This is an optimization exercise on Yosys and OpenROAD, whose aim is small area, not a production implementation.
In this exercise RTL edits were held to simulation tests only and were not proved equivalent to the original.

== run A ==
Design goertzel, start of the top module:
module goertzel
#(
	parameter [31:0] bin_coeff = 32'd16413441
)
(
    input clk,
    input reset,
    input advance_in,
    input logic signed [23:0] input_sig,
    output logic signed [63:0] power,
    output logic advance
);
Size: about 1700 cells after synthesis, ~92 I/O pins, ~0.018 sq mm of cells after synthesis.
Settings: LEC_CHECK=0, CAP_MARGIN=20, CORE_MARGIN=2, CORE_UTILIZATION=50, SLEW_MARGIN=20; clock period 40.0 ns.
standard.sh (not shown) runs the stock make flow with config.mk's settings and CLKGATE_MAP_FILE= SYNTH_SCRIPT=/design/flow/synth_recipe.tcl, a recipe that flattens the netlist after the stock synthesis.
==> flow/flow/run.sh <==
#!/bin/bash
# Layout flow: the standard flow (standard.sh) with three changes that keep
# the design, its registers and its constraints as they are:
#  1. after the standard synthesis, the combinational gates are mapped again
#     by ABC with an area-oriented script (remap.ys, remap.abc); the
#     flip-flops, full/half adders and tie cells stay as the standard
#     synthesis made them;
#  2. the input and output ports are buffered with buf_1 cells;
#  3. clock tree synthesis uses the buffers below and no dummy loads.
# Each tool's output goes to a log file of its own in this folder.
set -euo pipefail
here=$PWD
res=$here/orfs/results/sky130hd/goertzel/base
yosys_bin=/OpenROAD-flow-scripts/tools/install/yosys/bin/yosys

bash standard.sh synth > flow_1_synth.log 2>&1
cp "$res/1_2_yosys.v" "$here/std_1_2_yosys.v"
sed -e "s#@LIB@#$FLOW_HOME/platforms/sky130hd/lib/sky130_fd_sc_hd__tt_025C_1v80.lib#g" \
    -e "s#@IN@#$here/std_1_2_yosys.v#g" \
    -e "s#@OUT@#$res/1_2_yosys.v#g" \
    -e "s#@TMP@#$here/remap_tmp.v#g" -e "s#@ABC@#$here/flow/remap.abc#g" flow/remap.ys > remap_run.ys
"$yosys_bin" -s remap_run.ys > flow_2_remap.log 2>&1
rm -f "$res/1_synth.odb" "$res/1_synth.sdc"

export BUFFER_PORTS_ARGS="-buffer_cell sky130_fd_sc_hd__buf_1"
export CTS_ARGS="-sink_clustering_enable -repair_clock_nets -dont_use_dummy_load -buf_list sky130_fd_sc_hd__clkbuf_16 -sink_clustering_size 30 -sink_clustering_max_diameter 80"
bash standard.sh > flow_3_layout.log 2>&1
==> flow/flow/remap.abc <==
&get -n
&st
&deepsyn -T 60
&dch
&nf -R 1000
&put
topo
==> flow/flow/remap.ys <==
# Map the combinational gates of the standard synthesis again, for area.
# The flip-flops, full/half adders and tie cells are kept as they are.
read_liberty -ignore_miss_func @LIB@
blackbox sky130_fd_sc_hd__*df* sky130_fd_sc_hd__fa_* sky130_fd_sc_hd__ha_* sky130_fd_sc_hd__conb_*
read_verilog @IN@
hierarchy -check -top goertzel
flatten
opt -purge
abc -liberty @LIB@ -dont_use sky130_fd_sc_hd__probe* -dont_use sky130_fd_sc_hd__lpflow* -dont_use sky130_fd_sc_hd__clkdly* -dont_use sky130_fd_sc_hd__dlygate* -dont_use sky130_fd_sc_hd__dlymetal* -script @ABC@
opt_clean -purge
write_verilog -noattr -selected @TMP@
design -reset
read_liberty -lib @LIB@
read_verilog @TMP@
hierarchy -check -top goertzel
hilomap -singleton -hicell sky130_fd_sc_hd__conb_1 HI -locell sky130_fd_sc_hd__conb_1 LO
insbuf -buf sky130_fd_sc_hd__buf_4 A X
splitnets
opt_clean -purge
check -assert -mapped
tee -o remap_stat.txt stat -liberty @LIB@
write_verilog -noattr -nohex -nodec @OUT@
Relative to run A, the following input files were edited for run B:
--- a/flow/flow/run.sh
+++ b/flow/flow/run.sh
@@ -26 +26 @@
-export CTS_ARGS="-sink_clustering_enable -repair_clock_nets -dont_use_dummy_load -buf_list sky130_fd_sc_hd__clkbuf_16 -sink_clustering_size 30 -sink_clustering_max_diameter 80"
+export CTS_ARGS="-sink_clustering_enable -repair_clock_nets -dont_use_dummy_load -buf_list sky130_fd_sc_hd__clkbuf_8 -sink_clustering_size 16 -sink_clustering_max_diameter 60"
Notes after the runs:
- Changes observed in run B relative to run A: core occupancy in the finished layout did not really move, wire length the detailed router placed on met1 did not really move.
[inputs] run C vs run B
- changing SLEW_MARGIN from 20 to 5
- changing CAP_MARGIN from 20 to 5
met1 global-route usage came out lower on run C than on run B. Compared with run B, in run C max-cap check violation count barely changed, ratio of routed vias to standard cells neither gained nor lost much, share of the clock period used by the worst path after layout increased by 0.20 points relative to the old numbers, global-route wire length before repair dropped about 0.5%. For number of ports placed on the die boundary, run B and run C come out practically identical. Going from run B to run C, maximum frequency from static timing analysis now sits at about the same level, total wirelength of the detailed-routed design now sits lower, filler-free cell count of the finished design now sits at about the same level.
Edits applied to the flow inputs when going from run C to run D:
- CAP_MARGIN changed from 5 to 20
- SLEW_MARGIN changed from 5 to 20
--- a/flow/flow/run.sh
+++ b/flow/flow/run.sh
@@ -26 +26 @@
-export CTS_ARGS="-sink_clustering_enable -repair_clock_nets -dont_use_dummy_load -buf_list sky130_fd_sc_hd__clkbuf_8 -sink_clustering_size 16 -sink_clustering_max_diameter 60"
+export CTS_ARGS="-sink_clustering_enable -repair_clock_nets -dont_use_dummy_load -buf_list sky130_fd_sc_hd__clkbuf_4"
Results
The met1 routing resource usage after global routing of run D is higher than that of run C.
Summary — post-route cell area, run D relative to run C: higher, by 1.2%.
In run D, ratio of final minimum period to clock period is lower than in run C.
Global-route usage for run D: 0.74 points up relative to run C
Compare run C and run D | setup slack of the most critical reg-to-reg path lower: run C
Run D vs run C, layout-stage area growth over the synthesis result went up by 1.3 points.
Compare run C and run D | non-clock buffer count lower: run C
Final non-filler cell total (higher): run D

========
goertzel, a different RTL version from the one above (not shown whole).
For scale: about 92 I/O pins.
// goertzel
module goertzel
#(
	parameter [31:0] bin_coeff = 32'd16413441
)
(
    input clk,
    input reset,
    input advance_in,
    input logic signed [23:0] input_sig,
    output logic signed [63:0] power,
    output logic advance
);
==> flow/config.mk <==
export PLATFORM = sky130hd
export DESIGN_NAME = goertzel
export DESIGN_NICKNAME = goertzel
export VERILOG_FILES = /design/flow/design.v
export SDC_FILE = /design/flow/constraint.sdc
export NUM_CORES = 4
export LEC_CHECK = 0
export CAP_MARGIN = 20
export CORE_MARGIN = 2
export CORE_UTILIZATION = 35
export SLEW_MARGIN = 20
==> flow/constraint.sdc <==
create_clock -name core_clock -period 40.0 [get_ports {clk}]
set_input_delay 8.0000 -clock core_clock [delete_from_list [all_inputs] [get_ports {clk}]]
set_output_delay 8.0000 -clock core_clock [all_outputs]
set_load 0.01 [all_outputs]
==> flow/flow/run.sh <==
#!/bin/bash
# The standard layout, except that the input and output ports are buffered
# with the smallest buffer cell (buf_1) instead of the default clkdlybuf4s50_1.
set -e
cp standard.sh flow_standard_copy.sh.txt
export BUFFER_PORTS_ARGS="-buffer_cell sky130_fd_sc_hd__buf_1"
bash standard.sh > standard.log 2>&1
The baseline passed the timing, DRC and antenna checks.
Change:
==> flow/run.sh (new file) <==
#!/bin/bash
# synth_recipe.tcl (not shown) runs the flow's synth.tcl, then flattens the netlist and writes it again
# the make line also repeats each setting of config.mk as NAME=value (left out here)
make -C /OpenROAD-flow-scripts/flow DESIGN_CONFIG=/design/flow/config.mk WORK_HOME=/design/flow/orfs CLKGATE_MAP_FILE= SYNTH_SCRIPT=/design/flow/synth_recipe.tcl finish
--- a/flow/config.mk
+++ b/flow/config.mk
@@ -9,3 +9,5 @@
 export CORE_MARGIN = 2
-export CORE_UTILIZATION = 35
+export CORE_UTILIZATION = 60
+export CTS_BUF_LIST = sky130_fd_sc_hd__clkbuf_4
+export CTS_CLUSTER_SIZE = 20
 export SLEW_MARGIN = 20
removed: flow/flow/run.sh
removed: flow/standard.sh
After rerunning: Global-route usage increases by 17 points; final cell count decreases by 7.4%; die area decreases by 41%; wire length decreases by 1.3%.
Change:
==> flow/flow/run.sh (new file) <==
#!/bin/bash
# Layout flow: the standard flow (standard.sh) with two changes that keep
# the design, its registers and its constraints as they are:
#  1. after the standard synthesis, the combinational gates are mapped again
#     by ABC with an area-oriented script (remap.ys, remap.abc); the
#     flip-flops, full/half adders and tie cells stay as the standard
#     synthesis made them;
#  2. the input and output ports are buffered with buf_1 cells.
# Each tool's output goes to a log file of its own in this folder.
set -euo pipefail
here=$PWD
res=$here/orfs/results/sky130hd/goertzel/base
yosys_bin=/OpenROAD-flow-scripts/tools/install/yosys/bin/yosys

bash standard.sh synth > flow_1_synth.log 2>&1
cp "$res/1_2_yosys.v" "$here/std_1_2_yosys.v"
sed -e "s#@LIB@#$FLOW_HOME/platforms/sky130hd/lib/sky130_fd_sc_hd__tt_025C_1v80.lib#g" \
    -e "s#@IN@#$here/std_1_2_yosys.v#g" \
    -e "s#@OUT@#$res/1_2_yosys.v#g" \
    -e "s#@TMP@#$here/remap_tmp.v#g" -e "s#@ABC@#$here/flow/remap.abc#g" flow/remap.ys > remap_run.ys
"$yosys_bin" -s remap_run.ys > flow_2_remap.log 2>&1
rm -f "$res/1_synth.odb" "$res/1_synth.sdc"

export BUFFER_PORTS_ARGS="-buffer_cell sky130_fd_sc_hd__buf_1"
bash standard.sh > flow_3_layout.log 2>&1
==> flow/flow/remap.abc (new file) <==
&get -n
&st
&dch
&nf -R 1000
&put
topo
==> flow/flow/remap.ys (new file) <==
# Map the combinational gates of the standard synthesis again, for area.
# The flip-flops, full/half adders and tie cells are kept as they are.
read_liberty -ignore_miss_func @LIB@
blackbox sky130_fd_sc_hd__*df* sky130_fd_sc_hd__fa_* sky130_fd_sc_hd__ha_* sky130_fd_sc_hd__conb_*
read_verilog @IN@
hierarchy -check -top goertzel
flatten
opt -purge
abc -liberty @LIB@ -dont_use sky130_fd_sc_hd__probe* -dont_use sky130_fd_sc_hd__lpflow* -dont_use sky130_fd_sc_hd__clkdly* -dont_use sky130_fd_sc_hd__dlygate* -dont_use sky130_fd_sc_hd__dlymetal* -script @ABC@
opt_clean -purge
write_verilog -noattr -selected @TMP@
design -reset
read_liberty -lib @LIB@
read_verilog @TMP@
hierarchy -check -top goertzel
hilomap -singleton -hicell sky130_fd_sc_hd__conb_1 HI -locell sky130_fd_sc_hd__conb_1 LO
insbuf -buf sky130_fd_sc_hd__buf_4 A X
splitnets
opt_clean -purge
check -assert -mapped
tee -o remap_stat.txt stat -liberty @LIB@
write_verilog -noattr -nohex -nodec @OUT@
==> flow/standard.sh (new file) <==
#!/bin/bash
# synth_recipe.tcl (not shown) runs the flow's synth.tcl, then flattens the netlist and writes it again
# the make line also repeats each setting of config.mk as NAME=value (left out here)
make -C /OpenROAD-flow-scripts/flow DESIGN_CONFIG=/design/flow/config.mk WORK_HOME=/design/flow/orfs CLKGATE_MAP_FILE= SYNTH_SCRIPT=/design/flow/synth_recipe.tcl "${@:-finish}"
removed: flow/run.sh
Outcome: The changed run produced a clean layout; global-route usage rose by 2.2 points; die area fell by 6.9%; first-iteration DRC count increases by 14%; routed wire length went down by 1.8%; synthesized cell count decreases by 11%; via count is lower by 3.0%; final area goes down by 6.1%; cell count shrinks by 4.5%; worst setup slack improved by 0.025 ns.
Change:
--- a/flow/flow/run.sh
+++ b/flow/flow/run.sh
@@ -1,3 +1,3 @@
 #!/bin/bash
-# Layout flow: the standard flow (standard.sh) with two changes that keep
+# Layout flow: the standard flow (standard.sh) with three changes that keep
 # the design, its registers and its constraints as they are:
@@ -7,3 +7,4 @@
 #     synthesis made them;
-#  2. the input and output ports are buffered with buf_1 cells.
+#  2. the input and output ports are buffered with buf_1 cells;
+#  3. clock tree synthesis uses the buffers below and no dummy loads.
 # Each tool's output goes to a log file of its own in this folder.
@@ -24,2 +25,3 @@
 export BUFFER_PORTS_ARGS="-buffer_cell sky130_fd_sc_hd__buf_1"
+export CTS_ARGS="-sink_clustering_enable -repair_clock_nets -dont_use_dummy_load -buf_list sky130_fd_sc_hd__clkbuf_8 -sink_clustering_size 16 -sink_clustering_max_diameter 60"
 bash standard.sh > flow_3_layout.log 2>&1
==> flow/flow/remap.abc (replaced) <==
&get -n
&st
&deepsyn -T 60
&dch
&nf -R 1000
&put
topo
--- a/flow/config.mk
+++ b/flow/config.mk
@@ -9,5 +9,3 @@
 export CORE_MARGIN = 2
-export CORE_UTILIZATION = 60
-export CTS_BUF_LIST = sky130_fd_sc_hd__clkbuf_4
-export CTS_CLUSTER_SIZE = 20
+export CORE_UTILIZATION = 50
 export SLEW_MARGIN = 20
- critical path depth went up by 2
- synthesized area went down by 2.1%
- core utilization went down by 12 points
- cell area went down by 2.9%
- worst setup slack improves by 0.19 ns
- sequential cell count does not change
Change:
--- a/flow/config.mk
+++ b/flow/config.mk
@@ -10,2 +10,3 @@
 export CORE_UTILIZATION = 50
+export GPL_TIMING_DRIVEN = 0
 export SLEW_MARGIN = 20
Result:
- worst setup slack is worse by 0.53 ns
- wire length decreases by 1.5%
- sequential cell count does not change
- worst hold slack is better by 0.0057 ns
- global-route usage decreases by 0.55 points
- fmax decreases by 1.4%
- first-iteration DRC count decreases by 8.4%
- area after synthesis stays the same
Change:
--- a/flow/flow/run.sh
+++ b/flow/flow/run.sh
@@ -25,3 +25,3 @@
 export BUFFER_PORTS_ARGS="-buffer_cell sky130_fd_sc_hd__buf_1"
-export CTS_ARGS="-sink_clustering_enable -repair_clock_nets -dont_use_dummy_load -buf_list sky130_fd_sc_hd__clkbuf_8 -sink_clustering_size 16 -sink_clustering_max_diameter 60"
+export CTS_ARGS="-sink_clustering_enable -repair_clock_nets -dont_use_dummy_load -buf_list sky130_fd_sc_hd__clkbuf_16"
 bash standard.sh > flow_3_layout.log 2>&1
--- a/flow/config.mk
+++ b/flow/config.mk
@@ -10,3 +10,2 @@
 export CORE_UTILIZATION = 50
-export GPL_TIMING_DRIVEN = 0
 export SLEW_MARGIN = 20
Effect: Routed wire length goes up by 1.2%; worst setup slack gets better by 0.49 ns; global-route usage went up by 0.33 points; synthesized cell count stays the same; synthesized area is unchanged; non-clock buffer count falls by 41; die area does not change; final cell count goes down by 1.5%; design area goes down by 2.9%.

## what the ideal ports hide
The flow's constraints put no driver on any port. The routed layouts listed below were extracted and timed again, unchanged, in two steps.
Step 1, drivers: a clkbuf_16 drives clk and a buf_2 each remaining input, both assumed.
Step 2, shift: input delay + t, output delay - t, t = (earliest + latest rising clock arrival at the registers) / 2. This alone moves slack from input paths to output paths.
a / b / c = ideal / step 1 / step 2; a / b = the first two.
run	shift t [ns]	slack for setup (ns)	worst setup path after step 2	worst slew at a driven data input, ns	cell pins on the clock port's net
run A	0.548	3.293 / 3.321 / 2.773	input to register	0.04	1
run B	0.663	3.433 / 3.462 / 2.798	input to register	0.04	1
run C	0.657	3.354 / 3.379 / 2.722	input to register	0.04	1
run D	0.800	3.523 / 3.554 / 2.754	input to register	0.04	1
the first run of note 2	0.600	1.204 / 1.231 / 0.631	input to register	0.03	1
the second run of note 2	0.831	1.138 / 1.160 / 0.329	input to register	0.04	1
the third run of note 2	0.834	1.163 / 1.194 / 0.360	input to register	0.04	1
the fourth run of note 2	0.668	1.357 / 1.382 / 0.714	input to register	0.06	1
the fifth run of note 2	0.678	0.823 / 0.839 / 0.161	input to register	0.05	1
the sixth run of note 2	0.623	1.315 / 1.346 / 0.723	input to register	0.06	1
After both steps every run listed still meets setup and hold. For the second run of note 2, which loses most, drivers alone change the setup slack by +0.022 ns; drivers and shift together by -0.809 ns.
